This is an optimization exercise on Yosys and OpenROAD, whose aim is small area, not a production implementation.
No run shown here included a check of the RTL's function; only the layout flow was run.
Power and IR drop assume default switching activity.

### design.v
module add16(input [15:0] a, input [15:0] b, input ci, output [15:0] s, output co);
wire [16:0] c;
assign c[0] = ci;
genvar i;
generate
    for (i = 0; i < 16; i = i + 1) begin : b_
        mfa u (.a(a[i]), .b(b[i]), .c(c[i]), .s(s[i]), .co(c[i+1]));
    end
endgenerate
assign co = c[16];
endmodule
module inc16(input [15:0] a, output [15:0] s);
wire [15:0] c;
assign s[0] = ~a[0];
assign c[0] = a[0];
genvar i;
generate
    for (i = 1; i < 16; i = i + 1) begin : b_
        mha u (.a(a[i]), .b(c[i-1]), .s(s[i]), .co(c[i]));
    end
endgenerate
endmodule
module add16_4(input [15:0] a, input [3:0] b, output [15:0] s);
wire [15:0] c;
mha u0 (.a(a[0]), .b(b[0]), .s(s[0]), .co(c[0]));
genvar i;
generate
    for (i = 1; i < 4; i = i + 1) begin : f_
        mfa u (.a(a[i]), .b(b[i]), .c(c[i-1]), .s(s[i]), .co(c[i]));
    end
    for (i = 4; i < 16; i = i + 1) begin : h_
        mha u (.a(a[i]), .b(c[i-1]), .s(s[i]), .co(c[i]));
    end
endgenerate
endmodule
module mfa(input a, input b, input c, output s, output co);
assign s  = a ^ b ^ c;
assign co = (a & b) | (a & c) | (b & c);
endmodule
module mha(input a, input b, output s, output co);
assign s  = a ^ b;
assign co = a & b;
endmodule
module ao222n(input a, input b, input c, input d, input e, input f, output y);
assign y = ~((a & b) | (c & d) | (e & f));
endmodule
module bsel(input one, input two, input neg, input x, input y, output q);
assign q = ((one & x) | (two & y)) ^ neg;
endmodule
module mul16(input [15:0] a, input [15:0] b, output [15:0] p);
wire one0 = b[0] ^ 1'b0;
wire two0 = (b[1] & ~b[0] & ~1'b0) | (~b[1] & b[0] & 1'b0);
wire neg0 = b[1];
wire q0_0 = one0 & a[0];
wire r0 = neg0 & ~q0_0;
wire q0_1; bsel g0_1 (.one(one0), .two(two0), .neg(neg0), .x(a[1]), .y(a[0]), .q(q0_1));
wire q0_2; bsel g0_2 (.one(one0), .two(two0), .neg(neg0), .x(a[2]), .y(a[1]), .q(q0_2));
wire q0_3; bsel g0_3 (.one(one0), .two(two0), .neg(neg0), .x(a[3]), .y(a[2]), .q(q0_3));
wire q0_4; bsel g0_4 (.one(one0), .two(two0), .neg(neg0), .x(a[4]), .y(a[3]), .q(q0_4));
wire q0_5; bsel g0_5 (.one(one0), .two(two0), .neg(neg0), .x(a[5]), .y(a[4]), .q(q0_5));
wire q0_6; bsel g0_6 (.one(one0), .two(two0), .neg(neg0), .x(a[6]), .y(a[5]), .q(q0_6));
wire q0_7; bsel g0_7 (.one(one0), .two(two0), .neg(neg0), .x(a[7]), .y(a[6]), .q(q0_7));
wire q0_8; bsel g0_8 (.one(one0), .two(two0), .neg(neg0), .x(a[8]), .y(a[7]), .q(q0_8));
wire q0_9; bsel g0_9 (.one(one0), .two(two0), .neg(neg0), .x(a[9]), .y(a[8]), .q(q0_9));
wire q0_10; bsel g0_10 (.one(one0), .two(two0), .neg(neg0), .x(a[10]), .y(a[9]), .q(q0_10));
wire q0_11; bsel g0_11 (.one(one0), .two(two0), .neg(neg0), .x(a[11]), .y(a[10]), .q(q0_11));
wire q0_12; bsel g0_12 (.one(one0), .two(two0), .neg(neg0), .x(a[12]), .y(a[11]), .q(q0_12));
wire q0_13; bsel g0_13 (.one(one0), .two(two0), .neg(neg0), .x(a[13]), .y(a[12]), .q(q0_13));
wire q0_14; bsel g0_14 (.one(one0), .two(two0), .neg(neg0), .x(a[14]), .y(a[13]), .q(q0_14));
wire q0_15; bsel g0_15 (.one(one0), .two(two0), .neg(neg0), .x(a[15]), .y(a[14]), .q(q0_15));
wire one1 = b[2] ^ b[1];
wire two1 = (b[3] & ~b[2] & ~b[1]) | (~b[3] & b[2] & b[1]);
wire neg1 = b[3];
wire q1_0 = one1 & a[0];
wire r1 = neg1 & ~q1_0;
wire q1_1; bsel g1_1 (.one(one1), .two(two1), .neg(neg1), .x(a[1]), .y(a[0]), .q(q1_1));
wire q1_2; bsel g1_2 (.one(one1), .two(two1), .neg(neg1), .x(a[2]), .y(a[1]), .q(q1_2));
wire q1_3; bsel g1_3 (.one(one1), .two(two1), .neg(neg1), .x(a[3]), .y(a[2]), .q(q1_3));
wire q1_4; bsel g1_4 (.one(one1), .two(two1), .neg(neg1), .x(a[4]), .y(a[3]), .q(q1_4));
wire q1_5; bsel g1_5 (.one(one1), .two(two1), .neg(neg1), .x(a[5]), .y(a[4]), .q(q1_5));
wire q1_6; bsel g1_6 (.one(one1), .two(two1), .neg(neg1), .x(a[6]), .y(a[5]), .q(q1_6));
wire q1_7; bsel g1_7 (.one(one1), .two(two1), .neg(neg1), .x(a[7]), .y(a[6]), .q(q1_7));
wire q1_8; bsel g1_8 (.one(one1), .two(two1), .neg(neg1), .x(a[8]), .y(a[7]), .q(q1_8));
wire q1_9; bsel g1_9 (.one(one1), .two(two1), .neg(neg1), .x(a[9]), .y(a[8]), .q(q1_9));
wire q1_10; bsel g1_10 (.one(one1), .two(two1), .neg(neg1), .x(a[10]), .y(a[9]), .q(q1_10));
wire q1_11; bsel g1_11 (.one(one1), .two(two1), .neg(neg1), .x(a[11]), .y(a[10]), .q(q1_11));
wire q1_12; bsel g1_12 (.one(one1), .two(two1), .neg(neg1), .x(a[12]), .y(a[11]), .q(q1_12));
wire q1_13; bsel g1_13 (.one(one1), .two(two1), .neg(neg1), .x(a[13]), .y(a[12]), .q(q1_13));
wire one2 = b[4] ^ b[3];
wire two2 = (b[5] & ~b[4] & ~b[3]) | (~b[5] & b[4] & b[3]);
wire neg2 = b[5];
wire q2_0 = one2 & a[0];
wire r2 = neg2 & ~q2_0;
wire q2_1; bsel g2_1 (.one(one2), .two(two2), .neg(neg2), .x(a[1]), .y(a[0]), .q(q2_1));
wire q2_2; bsel g2_2 (.one(one2), .two(two2), .neg(neg2), .x(a[2]), .y(a[1]), .q(q2_2));
wire q2_3; bsel g2_3 (.one(one2), .two(two2), .neg(neg2), .x(a[3]), .y(a[2]), .q(q2_3));
wire q2_4; bsel g2_4 (.one(one2), .two(two2), .neg(neg2), .x(a[4]), .y(a[3]), .q(q2_4));
wire q2_5; bsel g2_5 (.one(one2), .two(two2), .neg(neg2), .x(a[5]), .y(a[4]), .q(q2_5));
wire q2_6; bsel g2_6 (.one(one2), .two(two2), .neg(neg2), .x(a[6]), .y(a[5]), .q(q2_6));
wire q2_7; bsel g2_7 (.one(one2), .two(two2), .neg(neg2), .x(a[7]), .y(a[6]), .q(q2_7));
wire q2_8; bsel g2_8 (.one(one2), .two(two2), .neg(neg2), .x(a[8]), .y(a[7]), .q(q2_8));
wire q2_9; bsel g2_9 (.one(one2), .two(two2), .neg(neg2), .x(a[9]), .y(a[8]), .q(q2_9));
wire q2_10; bsel g2_10 (.one(one2), .two(two2), .neg(neg2), .x(a[10]), .y(a[9]), .q(q2_10));
wire q2_11; bsel g2_11 (.one(one2), .two(two2), .neg(neg2), .x(a[11]), .y(a[10]), .q(q2_11));
wire one3 = b[6] ^ b[5];
wire two3 = (b[7] & ~b[6] & ~b[5]) | (~b[7] & b[6] & b[5]);
wire neg3 = b[7];
wire q3_0 = one3 & a[0];
wire r3 = neg3 & ~q3_0;
wire q3_1; bsel g3_1 (.one(one3), .two(two3), .neg(neg3), .x(a[1]), .y(a[0]), .q(q3_1));
wire q3_2; bsel g3_2 (.one(one3), .two(two3), .neg(neg3), .x(a[2]), .y(a[1]), .q(q3_2));
wire q3_3; bsel g3_3 (.one(one3), .two(two3), .neg(neg3), .x(a[3]), .y(a[2]), .q(q3_3));
wire q3_4; bsel g3_4 (.one(one3), .two(two3), .neg(neg3), .x(a[4]), .y(a[3]), .q(q3_4));
wire q3_5; bsel g3_5 (.one(one3), .two(two3), .neg(neg3), .x(a[5]), .y(a[4]), .q(q3_5));
wire q3_6; bsel g3_6 (.one(one3), .two(two3), .neg(neg3), .x(a[6]), .y(a[5]), .q(q3_6));
wire q3_7; bsel g3_7 (.one(one3), .two(two3), .neg(neg3), .x(a[7]), .y(a[6]), .q(q3_7));
wire q3_8; bsel g3_8 (.one(one3), .two(two3), .neg(neg3), .x(a[8]), .y(a[7]), .q(q3_8));
wire q3_9; bsel g3_9 (.one(one3), .two(two3), .neg(neg3), .x(a[9]), .y(a[8]), .q(q3_9));
wire one4 = b[8] ^ b[7];
wire two4 = (b[9] & ~b[8] & ~b[7]) | (~b[9] & b[8] & b[7]);
wire neg4 = b[9];
wire q4_0 = one4 & a[0];
wire r4 = neg4 & ~q4_0;
wire q4_1; bsel g4_1 (.one(one4), .two(two4), .neg(neg4), .x(a[1]), .y(a[0]), .q(q4_1));
wire q4_2; bsel g4_2 (.one(one4), .two(two4), .neg(neg4), .x(a[2]), .y(a[1]), .q(q4_2));
wire q4_3; bsel g4_3 (.one(one4), .two(two4), .neg(neg4), .x(a[3]), .y(a[2]), .q(q4_3));
wire q4_4; bsel g4_4 (.one(one4), .two(two4), .neg(neg4), .x(a[4]), .y(a[3]), .q(q4_4));
wire q4_5; bsel g4_5 (.one(one4), .two(two4), .neg(neg4), .x(a[5]), .y(a[4]), .q(q4_5));
wire q4_6; bsel g4_6 (.one(one4), .two(two4), .neg(neg4), .x(a[6]), .y(a[5]), .q(q4_6));
wire q4_7; bsel g4_7 (.one(one4), .two(two4), .neg(neg4), .x(a[7]), .y(a[6]), .q(q4_7));
wire one5 = b[10] ^ b[9];
wire two5 = (b[11] & ~b[10] & ~b[9]) | (~b[11] & b[10] & b[9]);
wire neg5 = b[11];
wire q5_0 = one5 & a[0];
wire r5 = neg5 & ~q5_0;
wire q5_1; bsel g5_1 (.one(one5), .two(two5), .neg(neg5), .x(a[1]), .y(a[0]), .q(q5_1));
wire q5_2; bsel g5_2 (.one(one5), .two(two5), .neg(neg5), .x(a[2]), .y(a[1]), .q(q5_2));
wire q5_3; bsel g5_3 (.one(one5), .two(two5), .neg(neg5), .x(a[3]), .y(a[2]), .q(q5_3));
wire q5_4; bsel g5_4 (.one(one5), .two(two5), .neg(neg5), .x(a[4]), .y(a[3]), .q(q5_4));
wire q5_5; bsel g5_5 (.one(one5), .two(two5), .neg(neg5), .x(a[5]), .y(a[4]), .q(q5_5));
wire one6 = b[12] ^ b[11];
wire two6 = (b[13] & ~b[12] & ~b[11]) | (~b[13] & b[12] & b[11]);
wire neg6 = b[13];
wire q6_0 = one6 & a[0];
wire r6 = neg6 & ~q6_0;
wire q6_1; bsel g6_1 (.one(one6), .two(two6), .neg(neg6), .x(a[1]), .y(a[0]), .q(q6_1));
wire q6_2; bsel g6_2 (.one(one6), .two(two6), .neg(neg6), .x(a[2]), .y(a[1]), .q(q6_2));
wire q6_3; bsel g6_3 (.one(one6), .two(two6), .neg(neg6), .x(a[3]), .y(a[2]), .q(q6_3));
wire one7 = b[14] ^ b[13];
wire two7 = (b[15] & ~b[14] & ~b[13]) | (~b[15] & b[14] & b[13]);
wire neg7 = b[15];
wire q7_0 = one7 & a[0];
wire r7 = neg7 & ~q7_0;
wire q7_1; bsel g7_1 (.one(one7), .two(two7), .neg(neg7), .x(a[1]), .y(a[0]), .q(q7_1));
assign p[0] = q0_0;   
wire s1, c1; mha u1 (.a(q0_1), .b(r0), .s(s1), .co(c1));
assign p[1] = s1;   
wire s2, c2; mfa u2 (.a(q1_0), .b(q0_2), .c(c1), .s(s2), .co(c2));
assign p[2] = s2;   
wire s3, c3; mfa u3 (.a(q0_3), .b(q1_1), .c(r1), .s(s3), .co(c3));
wire s4, c4; mha u4 (.a(s3), .b(c2), .s(s4), .co(c4));
assign p[3] = s4;   
wire s5, c5; mfa u5 (.a(q2_0), .b(q0_4), .c(q1_2), .s(s5), .co(c5));
wire s6, c6; mfa u6 (.a(c3), .b(s5), .c(c4), .s(s6), .co(c6));
assign p[4] = s6;   
wire s7, c7; mfa u7 (.a(q0_5), .b(q1_3), .c(q2_1), .s(s7), .co(c7));
wire s8, c8; mfa u8 (.a(r2), .b(c5), .c(s7), .s(s8), .co(c8));
wire s9, c9; mha u9 (.a(s8), .b(c6), .s(s9), .co(c9));
assign p[5] = s9;   
wire s10, c10; mfa u10 (.a(q3_0), .b(q0_6), .c(q1_4), .s(s10), .co(c10));
wire s11, c11; mfa u11 (.a(q2_2), .b(c7), .c(s10), .s(s11), .co(c11));
wire s12, c12; mfa u12 (.a(c8), .b(s11), .c(c9), .s(s12), .co(c12));
assign p[6] = s12;   
wire s13, c13; mfa u13 (.a(q0_7), .b(q1_5), .c(q2_3), .s(s13), .co(c13));
wire s14, c14; mfa u14 (.a(q3_1), .b(r3), .c(c10), .s(s14), .co(c14));
wire s15, c15; mfa u15 (.a(s13), .b(c11), .c(s14), .s(s15), .co(c15));
wire s16, c16; mha u16 (.a(s15), .b(c12), .s(s16), .co(c16));
assign p[7] = s16;   
wire s17, c17; mfa u17 (.a(q4_0), .b(q0_8), .c(q1_6), .s(s17), .co(c17));
wire s18, c18; mfa u18 (.a(q2_4), .b(q3_2), .c(c13), .s(s18), .co(c18));
wire s19, c19; mfa u19 (.a(s17), .b(c14), .c(s18), .s(s19), .co(c19));
wire s20, c20; mfa u20 (.a(c15), .b(s19), .c(c16), .s(s20), .co(c20));
assign p[8] = s20;   
wire s21, c21; mfa u21 (.a(q0_9), .b(q1_7), .c(q2_5), .s(s21), .co(c21));
wire s22, c22; mfa u22 (.a(q3_3), .b(q4_1), .c(r4), .s(s22), .co(c22));
wire s23, c23; mfa u23 (.a(c17), .b(s21), .c(s22), .s(s23), .co(c23));
wire s24, c24; mfa u24 (.a(c18), .b(s23), .c(c19), .s(s24), .co(c24));
wire s25, c25; mha u25 (.a(s24), .b(c20), .s(s25), .co(c25));
assign p[9] = s25;   
wire s26, c26; mfa u26 (.a(q5_0), .b(q0_10), .c(q1_8), .s(s26), .co(c26));
wire s27, c27; mfa u27 (.a(q2_6), .b(q3_4), .c(q4_2), .s(s27), .co(c27));
wire s28, c28; mfa u28 (.a(c21), .b(c22), .c(s26), .s(s28), .co(c28));
wire s29, c29; mfa u29 (.a(s27), .b(c23), .c(s28), .s(s29), .co(c29));
wire s30, c30; mfa u30 (.a(s29), .b(c24), .c(c25), .s(s30), .co(c30));
assign p[10] = s30;   
wire s31, c31; mfa u31 (.a(q0_11), .b(q1_9), .c(q2_7), .s(s31), .co(c31));
wire s32, c32; mfa u32 (.a(q3_5), .b(q4_3), .c(q5_1), .s(s32), .co(c32));
wire s33, c33; mfa u33 (.a(r5), .b(c26), .c(c27), .s(s33), .co(c33));
wire s34, c34; mfa u34 (.a(s31), .b(s32), .c(c28), .s(s34), .co(c34));
wire s35, c35; mfa u35 (.a(s33), .b(c29), .c(s34), .s(s35), .co(c35));
wire s36, c36; mha u36 (.a(s35), .b(c30), .s(s36), .co(c36));
assign p[11] = s36;   
wire s37, c37; mfa u37 (.a(q6_0), .b(q0_12), .c(q1_10), .s(s37), .co(c37));
wire s38, c38; mfa u38 (.a(q2_8), .b(q3_6), .c(q4_4), .s(s38), .co(c38));
wire s39, c39; mfa u39 (.a(q5_2), .b(c31), .c(c32), .s(s39), .co(c39));
wire s40, c40; mfa u40 (.a(s37), .b(s38), .c(c33), .s(s40), .co(c40));
wire s41, c41; mfa u41 (.a(s39), .b(c34), .c(s40), .s(s41), .co(c41));
wire s42, c42; mfa u42 (.a(c35), .b(s41), .c(c36), .s(s42), .co(c42));
assign p[12] = s42;   
wire s43, c43; mfa u43 (.a(q0_13), .b(q1_11), .c(q2_9), .s(s43), .co(c43));
wire s44, c44; mfa u44 (.a(q3_7), .b(q4_5), .c(q5_3), .s(s44), .co(c44));
wire s45, c45; mfa u45 (.a(q6_1), .b(r6), .c(c37), .s(s45), .co(c45));
wire s46, c46; mfa u46 (.a(c38), .b(s43), .c(s44), .s(s46), .co(c46));
wire s47, c47; mfa u47 (.a(c39), .b(s45), .c(s46), .s(s47), .co(c47));
wire s48, c48; mfa u48 (.a(c40), .b(s47), .c(c41), .s(s48), .co(c48));
wire s49, c49; mha u49 (.a(s48), .b(c42), .s(s49), .co(c49));
assign p[13] = s49;   
wire s50, c50; mfa u50 (.a(q7_0), .b(q0_14), .c(q1_12), .s(s50), .co(c50));
wire s51, c51; mfa u51 (.a(q2_10), .b(q3_8), .c(q4_6), .s(s51), .co(c51));
wire s52, c52; mfa u52 (.a(q5_4), .b(q6_2), .c(c43), .s(s52), .co(c52));
wire s53, c53; mfa u53 (.a(c44), .b(s50), .c(s51), .s(s53), .co(c53));
wire s54, c54; mfa u54 (.a(c45), .b(c46), .c(s52), .s(s54), .co(c54));
wire s55, c55; mfa u55 (.a(s53), .b(c47), .c(s54), .s(s55), .co(c55));
wire s56, c56; mfa u56 (.a(s55), .b(c48), .c(c49), .s(s56), .co(c56));
assign p[14] = s56;   
wire x57 = q0_15 ^ q1_13;
wire x58 = q2_11 ^ q3_9;
wire x59 = q4_7 ^ q5_5;
wire x60 = q6_3 ^ q7_1;
wire x61 = r7 ^ x57;
wire x62 = x58 ^ x59;
wire x63 = x60 ^ c50;
wire x64 = c51 ^ x61;
wire x65 = x62 ^ x63;
wire x66 = x64 ^ c52;
wire x67 = c53 ^ x65;
wire x68 = x66 ^ x67;
wire x69 = c54 ^ x68;
wire x70 = x69 ^ c55;
wire x71 = x70 ^ c56;
assign p[15] = x71;   
endmodule
module rdport(input [15:0] sel, input [239:0] r, output [15:0] o);
genvar i;
generate
    for (i = 0; i < 16; i = i + 1) begin : b
        wire [4:0] x;
        ao222n u0 (sel[1],  r[  0+i], sel[2],  r[ 16+i], sel[3],  r[ 32+i], x[0]);
        ao222n u1 (sel[4],  r[ 48+i], sel[5],  r[ 64+i], sel[6],  r[ 80+i], x[1]);
        ao222n u2 (sel[7],  r[ 96+i], sel[8],  r[112+i], sel[9],  r[128+i], x[2]);
        ao222n u3 (sel[10], r[144+i], sel[11], r[160+i], sel[12], r[176+i], x[3]);
        ao222n u4 (sel[13], r[192+i], sel[14], r[208+i], sel[15], r[224+i], x[4]);
        assign o[i] = ~&x;
    end
endgenerate
endmodule
`timescale 1ns / 1ps
module part1(clk, rst, imem_addr, imem_data, dmem_addr, dmem_wdata, dmem_we, dmem_re, dmem_rdata, wb_we, wb_addr, wb_data);
input clk;
input rst;
output [15:0] imem_addr;
input  [15:0] imem_data;
output [15:0] dmem_addr;
output [15:0] dmem_wdata;
output dmem_we;
output dmem_re;
input  [15:0] dmem_rdata;
output wb_we;
output [3:0] wb_addr;
output [15:0] wb_data;
function [15:0] rev16;
    input [15:0] v;
    integer n;
    begin
        for (n = 0; n < 16; n = n + 1) rev16[n] = v[15-n];
    end
endfunction
reg [15:0] pc;
reg [15:0] a_x;      
reg [15:0] b_x;      
reg [15:0] npc_x;    
reg [3:0]  imm_x;    
reg [3:0]  op_x;     
reg [3:0]  wa_x;     
reg [15:0] res_m;
reg [15:0] sd_m;
reg [3:0]  wa_m;
reg        wen_m, we_m, re_m;
reg [15:0] wd_w;
reg [3:0]  wa_w;
reg        wen_w;
wire [15:0] wdr = wd_w & {16{~rst}};
wire [239:0] rf;
genvar gi;
generate
    for (gi = 1; gi < 16; gi = gi + 1) begin : g_rf
        reg [15:0] q;
        wire en = rst | (wen_w && wa_w == gi);
        wire [15:0] d = (gi == 1) ? (wdr | {13'd0, rst, 1'b0, rst}) : wdr;
        always @(posedge clk)
            if (en)
                q <= d;
        assign rf[(gi-1)*16 +: 16] = q;
    end
endgenerate
wire [15:0] inst = imem_data;
wire [3:0] op = inst[15:12];
wire [3:0] fA = inst[11:8];
wire [3:0] fB = inst[7:4];
wire [3:0] fC = inst[3:0];
wire d_sll = (op == 4'h4);
wire d_srl = (op == 4'h5);
wire d_sw  = (op == 4'h9);
wire d_beq = (op == 4'ha);
wire d_jr  = (op == 4'hb);
wire d_j   = (op == 4'hc);
wire d_jal = (op == 4'hd);
wire [3:0] ra2 = (d_sll | d_srl) ? 4'd0 : (d_sw | d_beq) ? fA : fC;
wire [15:0] sel1, sel2;
genvar gs;
generate
    for (gs = 0; gs < 16; gs = gs + 1) begin : g_sel
        assign sel1[gs] = (fB == gs);
        assign sel2[gs] = (ra2 == gs);
    end
endgenerate
wire [15:0] rd1, rd2;
rdport rp1 (.sel(sel1), .r(rf), .o(rd1));
rdport rp2 (.sel(sel2), .r(rf), .o(rd2));
wire x_beq = (op_x == 4'ha);
wire x_jal = (op_x == 4'hd);
wire x_mem = op_x[3];
wire x_sub = ~op_x[3] & ((op_x[2:0] == 3'd1) | (op_x[2:0] == 3'd6));
wire zero_x = (a_x == b_x);
wire [15:0] b2 = x_mem ? {12'd0, imm_x} : b_x;
wire [15:0] sum;
wire cout;
add16 u_add (.a(a_x), .b(b2 ^ {16{x_sub}}), .ci(x_sub), .s(sum), .co(cout));
wire le = ~cout | zero_x;
wire [15:0] prod;
mul16 u_mul (.a(a_x), .b(b_x), .p(prod));
reg [15:0] res;
always @(*) begin
    case (op_x[2:0])
        3'd0, 3'd1: res = sum;
        3'd2: res = a_x & b_x;
        3'd3: res = a_x ^ b_x;
        3'd5: res = rev16(prod);
        3'd6: res = {15'd0, le};
        default: res = prod;
    endcase
    if (x_jal) res = npc_x;
end
wire taken = x_beq & zero_x;
wire [15:0] btgt, pc1;
add16_4 u_bt (.a(npc_x), .b(imm_x), .s(btgt));
inc16 u_inc (.a(pc), .s(pc1));
wire [15:0] pc_n = d_jr ? rd1 :
                   (d_j | d_jal) ? {pc1[15:12], inst[11:0]} :
                   taken ? btgt : pc1;
wire x_wen = ~op_x[3] | (op_x == 4'h8) | x_jal;
always @(posedge clk) begin
    pc <= rst ? 16'd0 : pc_n;
    a_x   <= d_srl ? rev16(rd1) : rd1;
    b_x   <= rd2 | ({16{d_sll | d_srl}} & (16'd1 << fC));
    npc_x <= pc1;
    imm_x <= fC;
    op_x  <= rst ? 4'hf : op;
    wa_x  <= d_jal ? 4'hf : fA;
    res_m <= res;
    sd_m  <= b_x;
    wa_m  <= wa_x;
    wen_m <= ~rst & x_wen & (wa_x != 4'd0);
    we_m  <= ~rst & (op_x == 4'h9);
    re_m  <= ~rst & (op_x == 4'h8);
    wd_w  <= re_m ? dmem_rdata : res_m;
    wa_w  <= wa_m;
    wen_w <= ~rst & wen_m;
end
assign imem_addr  = pc;
assign dmem_addr  = res_m;
assign dmem_wdata = sd_m;
assign dmem_we    = we_m;
assign dmem_re    = re_m;
assign wb_we      = wen_w;
assign wb_addr    = wa_w;
assign wb_data    = wd_w;
endmodule
### run.sh
#!/bin/bash
# synth_recipe.tcl (not shown) runs the flow's synth.tcl, then flattens the netlist and writes it again
# the make line also repeats each setting of config.mk as NAME=value (left out here)
make -C /OpenROAD-flow-scripts/flow DESIGN_CONFIG=/design/flow/config.mk WORK_HOME=/design/flow/orfs CLKGATE_MAP_FILE= SYNTH_SCRIPT=/design/flow/synth_recipe.tcl finish
### config.mk
export PLATFORM = sky130hd
export DESIGN_NAME = part1
export DESIGN_NICKNAME = part1
export VERILOG_FILES = /design/flow/design.v
export SDC_FILE = /design/flow/constraint.sdc
export NUM_CORES = 4
export LEC_CHECK = 0
export CAP_MARGIN = 20
export CORE_MARGIN = 2
export CORE_UTILIZATION = 55
export CTS_BUF_LIST = sky130_fd_sc_hd__clkbuf_4
export SLEW_MARGIN = 20
export SYNTH_HIERARCHICAL = 1
### constraint.sdc
create_clock -name core_clock -period 10.0 [get_ports {clk}]
set_input_delay 2.0000 -clock core_clock [delete_from_list [all_inputs] [get_ports {clk}]]
set_output_delay 2.0000 -clock core_clock [all_outputs]
set_load 0.01 [all_outputs]
==> results of run 1 <==
[metrics by stage]
step | cells | power (W)
after floorplan | 1427 | 0.006352
after global placement | 1988 | 0.007366
after detailed placement | 1990 | 0.007402
after CTS | 2153 | 0.008698
after global routing | 2155 | 0.009199
final | 2156 | 0.008676
[critical path: cells and delay by family (launching register included)]
family | cells | cell delay (ns)
fa+ha+maj | 16 | 6.54
compound gates | 4 | 0.66
buf+inv | 2 | 0.63
flops | 1 | 0.35
simple gates | 2 | 0.23
xor+xnor | 1 | 0.16
[cell type report]
type,count,area (um2)
Timing Repair Buffer,175,1582
Inverter,6,22.52
Clock buffer,130,975.9
Sequential cell,376,9930
Clock inverter,33,190.2
Tap cell,455,569.3
Fill cell,2634,12060
Antenna cell,2,5.005
Multi-Input combinational cell,979,8955
[report_power, final]
group	internal [W]	switching (W)	total, W
logic	0.00231	0.00278	0.00509
registers	0.00206	0.000258	0.00232
clock network	0.000652	0.000624	0.00128
total	0.00502	0.00366	0.00868
[state kept, by name, indices dropped and copies added (netlist names)]
| name | count |
|---|---|
| g_rf.q | 240 |
| a_x | 16 |
| b_x | 16 |
| npc_x | 16 |
| pc | 16 |
| res_m | 16 |
| sd_m | 16 |
| wd_w | 16 |
| imm_x | 4 |
| op_x | 4 |
| wa_m | 4 |
| wa_w | 4 |
| wa_x | 4 |
| re_m | 1 |
| we_m | 1 |
| wen_m | 1 |
| wen_w | 1 |
[worst paths after layout]
kind,start,to,slack (ns)
worst max-delay path,op_x[0],res_m[15],1.36
worst min register to register,wa_m[0],wa_w[0],0.33
worst max register to register,op_x[0],res_m[15],1.36
worst min-delay path,wa_m[0],wa_w[0],0.33
[per-layer routing]
layer | up-vias | track usage (%)
li1 | 6325 | -
met1 | 7120 | 41.84
met2 | 723 | 55.36
met3 | 141 | 6.419
met4 | 0 | 15.03
met5 | - | 0
==> impl_metrics.tcl, run 1 <==
set metrics [dict create \
    cts_tree "built" \
    cp_max_fo 26 \
    cpMaxStageDelayCell "fa_1" \
    finalSetupViolations 0 \
    status "no timing/DRC/antenna violations" \
    required_ns 10.71 \
    grt-ovfl-total 0 \
    leakage_nw 8.109 \
    syn_area_mm2 0.01904 \
    place_ws_ns 1.484 \
    area_growth_pct 16.73 \
    path_class "register to register" \
    synth_nets 1580 \
    fin_area_mm2 0.02223 \
    place_congestion 0.8470 \
    drt_iter0_drc 1909 \
    cts_buffer_depth 3 \
    drv_cap 0 \
    post_cts_resized 0 \
    core-area_mm2 0.03429 \
    dpl_cell_area_mm2 0.02103 \
    hold_buffers 0 \
    drive_gt1_share_pct 21.01 \
    critPathLaunchType "register" \
    dieArea_mm2 0.03613 \
    antenna_found_initial 2 \
    tns_ns 0 \
    port_buffers 104 \
    vdd_ir_drop_max_uv 979.2 \
    clkTransAtPathRegs_ns 0.06 \
    cts_inserted_buffers 95 \
    hold_ws_ns 0.3299 \
    clk-insertion-delay-late_ns 0.82 \
    clockRootBuffer "clkbuf_4" \
    path_common_cell "fa_1" \
    final_common_cell "edfxtp_1" \
    ys_warn_count 7 \
    grt_setup_unrepaired "false" \
    final_cell_mix "edfxtp_1 (240), a222oi_1 (160), dfxtp_1 (136)" \
    initial_utilization_pct 55.54 \
    htree_levels 3 \
    clock_sinks 376 \
    min_period_ns 8.640 \
    clock_skew_ns 0.08442 \
    min_path_type "register to register" \
    avgSynthCellArea_um2 13.34 \
    arrival_ns 9.35 \
    final-hold-violation-count 0 \
    relSlewSlack_pct 23.16 \
    setup_slack_ns 1.360 \
    drcViolationCount 0 \
    synthCells 1427 \
    num_rows 68 \
    utilization_pct 64.83 \
    grt_pass1_vias 14270 \
    wirelength_um 59620 \
    ant_nets 0 \
    cp-end-kind "register" \
    grt_pass1_wl_um 87860 \
    first_pass_iters 12 \
    fp.dieW_um 190.1 \
    dp_hpwl_um 40410 \
    fin_crit_sh_pct 86.40 \
    grt_usage_pct 33.11 \
    top_layer_used "met4" \
    vias 14310 \
    tightest_slew_ns 1.144 \
    cts_setup_buffers 0 \
    fin_nets 1786 \
    wl_per_cell_um 27.65 \
    fmax_mhz 115.7 \
    cpPeakStageDelay_ns 0.49 \
    met1_length_um 23600 \
    num_io_pins 105 \
    wl_met2_um 29230 \
    r2r_cells 25 \
    post_drt_via_cell_ratio 6.637 \
    slew_violations 0 \
    wl_met3_um 4465 \
    power_density_mw_per_mm2 390.3 \
    die_h_um 190.1 \
    grt_max_degree 44 \
    worstHoldPathCells 0 \
]
==> inputs of run 2 (changes only) <==
--- a/config.mk
+++ b/config.mk
@@ -8,6 +8,6 @@
 export CAP_MARGIN = 20
 export CORE_MARGIN = 2
-export CORE_UTILIZATION = 55
-export CTS_BUF_LIST = sky130_fd_sc_hd__clkbuf_4
+export CORE_UTILIZATION = 40
+export CTS_BUF_LIST = sky130_fd_sc_hd__clkbuf_2 sky130_fd_sc_hd__clkbuf_4
 export SLEW_MARGIN = 20
 export SYNTH_HIERARCHICAL = 1
==> impl_metrics.tcl, run 2 <==
set metrics [dict create \
    cp-end-kind "register" \
    cts_setup_buffers 0 \
    drv_cap 0 \
    grt_usage_pct 25.02 \
    status "no timing/DRC/antenna violations" \
    fp.dieW_um 222.2 \
    arrival_ns 9.64 \
    min_path_type "register to register" \
    fin_area_mm2 0.02248 \
    area_growth_pct 18.03 \
    syn_area_mm2 0.01904 \
    cts_tree "built" \
    p_total_w 0.008754 \
    switching_share_pct 42.49 \
    grt_setup_unrepaired "false" \
    tightest_slew_ns 1.152 \
    clockRootBuffer "clkbuf_4" \
    critPathLaunchType "register" \
    num_io_pins 105 \
    p_sw_w 0.003720 \
    clock_sinks 376 \
    avgSynthCellArea_um2 13.34 \
    antenna_found_initial 2 \
    wl_per_cell_um 26.96 \
    clk-insertion-delay-late_ns 0.86 \
    dieArea_mm2 0.04937 \
    fin_crit_sh_pct 88.49 \
    hold_buffers 0 \
    drcViolationCount 0 \
    slew_violations 0 \
    wirelength_um 62550 \
    cp_max_fo 17 \
    initial_utilization_pct 40.73 \
    seqPwrFrac_pct 26.9 \
    synthCells 1427 \
    fin_nets 1789 \
    cts_inserted_buffers 100 \
    clkTransAtPathRegs_ns 0.07 \
    htree_levels 3 \
    dp_hpwl_um 41890 \
    first_pass_iters 10 \
    cts_buffer_depth 3 \
    power_density_mw_per_mm2 389.5 \
    grt_max_degree 32 \
    path_class "register to register" \
    internal_power_w 0.005034 \
    ant_nets 0 \
    synth_nets 1580 \
    post_drt_via_cell_ratio 6.269 \
    met1_length_um 25410 \
    post_cts_resized 0 \
    leakage_nw 8.152 \
    relSlewSlack_pct 22.62 \
    clock_power_share_pct 15.5 \
    min_period_ns 8.849 \
    die_h_um 222.2 \
    p_comb_share_pct 57.6 \
    place_congestion 0.8627 \
    grt_pass1_wl_um 92230 \
    grt-ovfl-total 0 \
    ys_warn_count 7 \
    regMostFlops "g_rf.q" \
    num_rows 79 \
    largest_reg_flops 240 \
    vias 14540 \
    top_layer_used "met4" \
    hold_ws_ns 0.3252 \
    fmax_mhz 113.0 \
    vdd_ir_drop_max_uv 787.5 \
    tns_ns 0 \
    drive_gt1_share_pct 21.60 \
    grt_pass1_vias 14610 \
    finalSetupViolations 0 \
    wl_met3_um 4859 \
    final_cell_mix "edfxtp_1 (240), a222oi_1 (160), clkbuf_4 (148)" \
    final-hold-violation-count 0 \
    dpl_cell_area_mm2 0.02118 \
    port_buffers 104 \
    core-area_mm2 0.04675 \
    final_common_cell "edfxtp_1" \
    clock_skew_ns 0.04370 \
    drt_iter0_drc 2111 \
    wl_met2_um 29890 \
    required_ns 10.79 \
]
run 2: final cells by class:
type	instances	area [um2]
antenna	5	12.51
clock buffer	148	1111
clock inverter	26	155.1
fill	4207	24280
inverter	6	22.52
multi-input combinational	979	8926
sequential	376	9931
tap	607	759.5
timing repair buffer	173	1559
run 2: worst paths after layout:
check              endpoint  startpoint  slack [ns]  depth (start not counted)
setup / recovery  res_m[15]     op_x[0]        1.15                         25
hold / removal      wa_w[1]     wa_m[1]        0.33                          0
setup reg to reg  res_m[15]     op_x[0]        1.15                         25
hold reg to reg     wa_w[1]     wa_m[1]        0.33                          0
run 2: worst max-delay path, cell delays in order (launching register included):
cell and delay, ns:
dfxtp_1 0.59, buf_4 0.36, nand3b_1 0.17, o21a_1 0.14, buf_4 0.28, xor2_1 0.18
o21ai_0 0.12, fa_1 0.47, fa_1 0.39, fa_1 0.39, fa_1 0.40, fa_1 0.39
fa_1 0.39, fa_1 0.40, fa_1 0.39, fa_1 0.40, fa_1 0.42, fa_1 0.39
fa_1 0.39, fa_1 0.39, fa_1 0.40, fa_1 0.40, fa_1 0.50, nor2_1 0.04
a211oi_1 0.21, o22a_1 0.16
run 2: routing by layer:
layer	track usage (%)	vias up
met1	32.25	7318
met4	9.765	0
met2	41.29	724
met5	0	-
li1	-	6339
met3	5.263	162
run 2: power groups by stage:
stage	Sequential [W]	Clock (W)	Combinational, W
after detailed placement	0.00238	0	0.00508
after CTS	0.00235	0.00139	0.00512
after global routing	0.00238	0.00147	0.00548
after global placement	0.00237	0	0.00503
final	0.00235	0.00136	0.00504
after floorplan	0.00234	0	0.00401
run 2: stage by stage:
step / cells / util [%] / worst slack (ns)
floorplan: 1427 / - / 2.078
finish: 2320 / 48.07 / 1.151
global route: 2319 / 48.07 / 0.8015
CTS: 2314 / 48.01 / 1.214
detailed placement: 2140 / 45.30 / 1.232
global placement: 2139 / 45.28 / 1.394

==> afterwards: timing with drivers on the ports <==
In the flow no input, the clock included, has a driving cell. The finished layouts below were timed again as built, in two steps.
Step 1 assumes that a clkbuf_16 drives the clock port and a buf_2 every other input.
Step 2 moves the port delays by t, midway between the first and last clock arrival at a register: inputs arrive t later, outputs are due t later. That takes back most of the time a late clock gives input paths.
a / b / c = no drivers / after step 1 / after step 2; a / b = the first two.
run | t (ns) | slack for setup (ns) | hold WS [ns]
run 1 | 0.822 | 1.360 / 1.360 / 1.360 | 0.330 / 0.330 / 0.330
run 2 | 0.882 | 1.151 / 1.151 / 1.151 | 0.325 / 0.325 / 0.325
After both steps setup and hold are still met in every run listed.
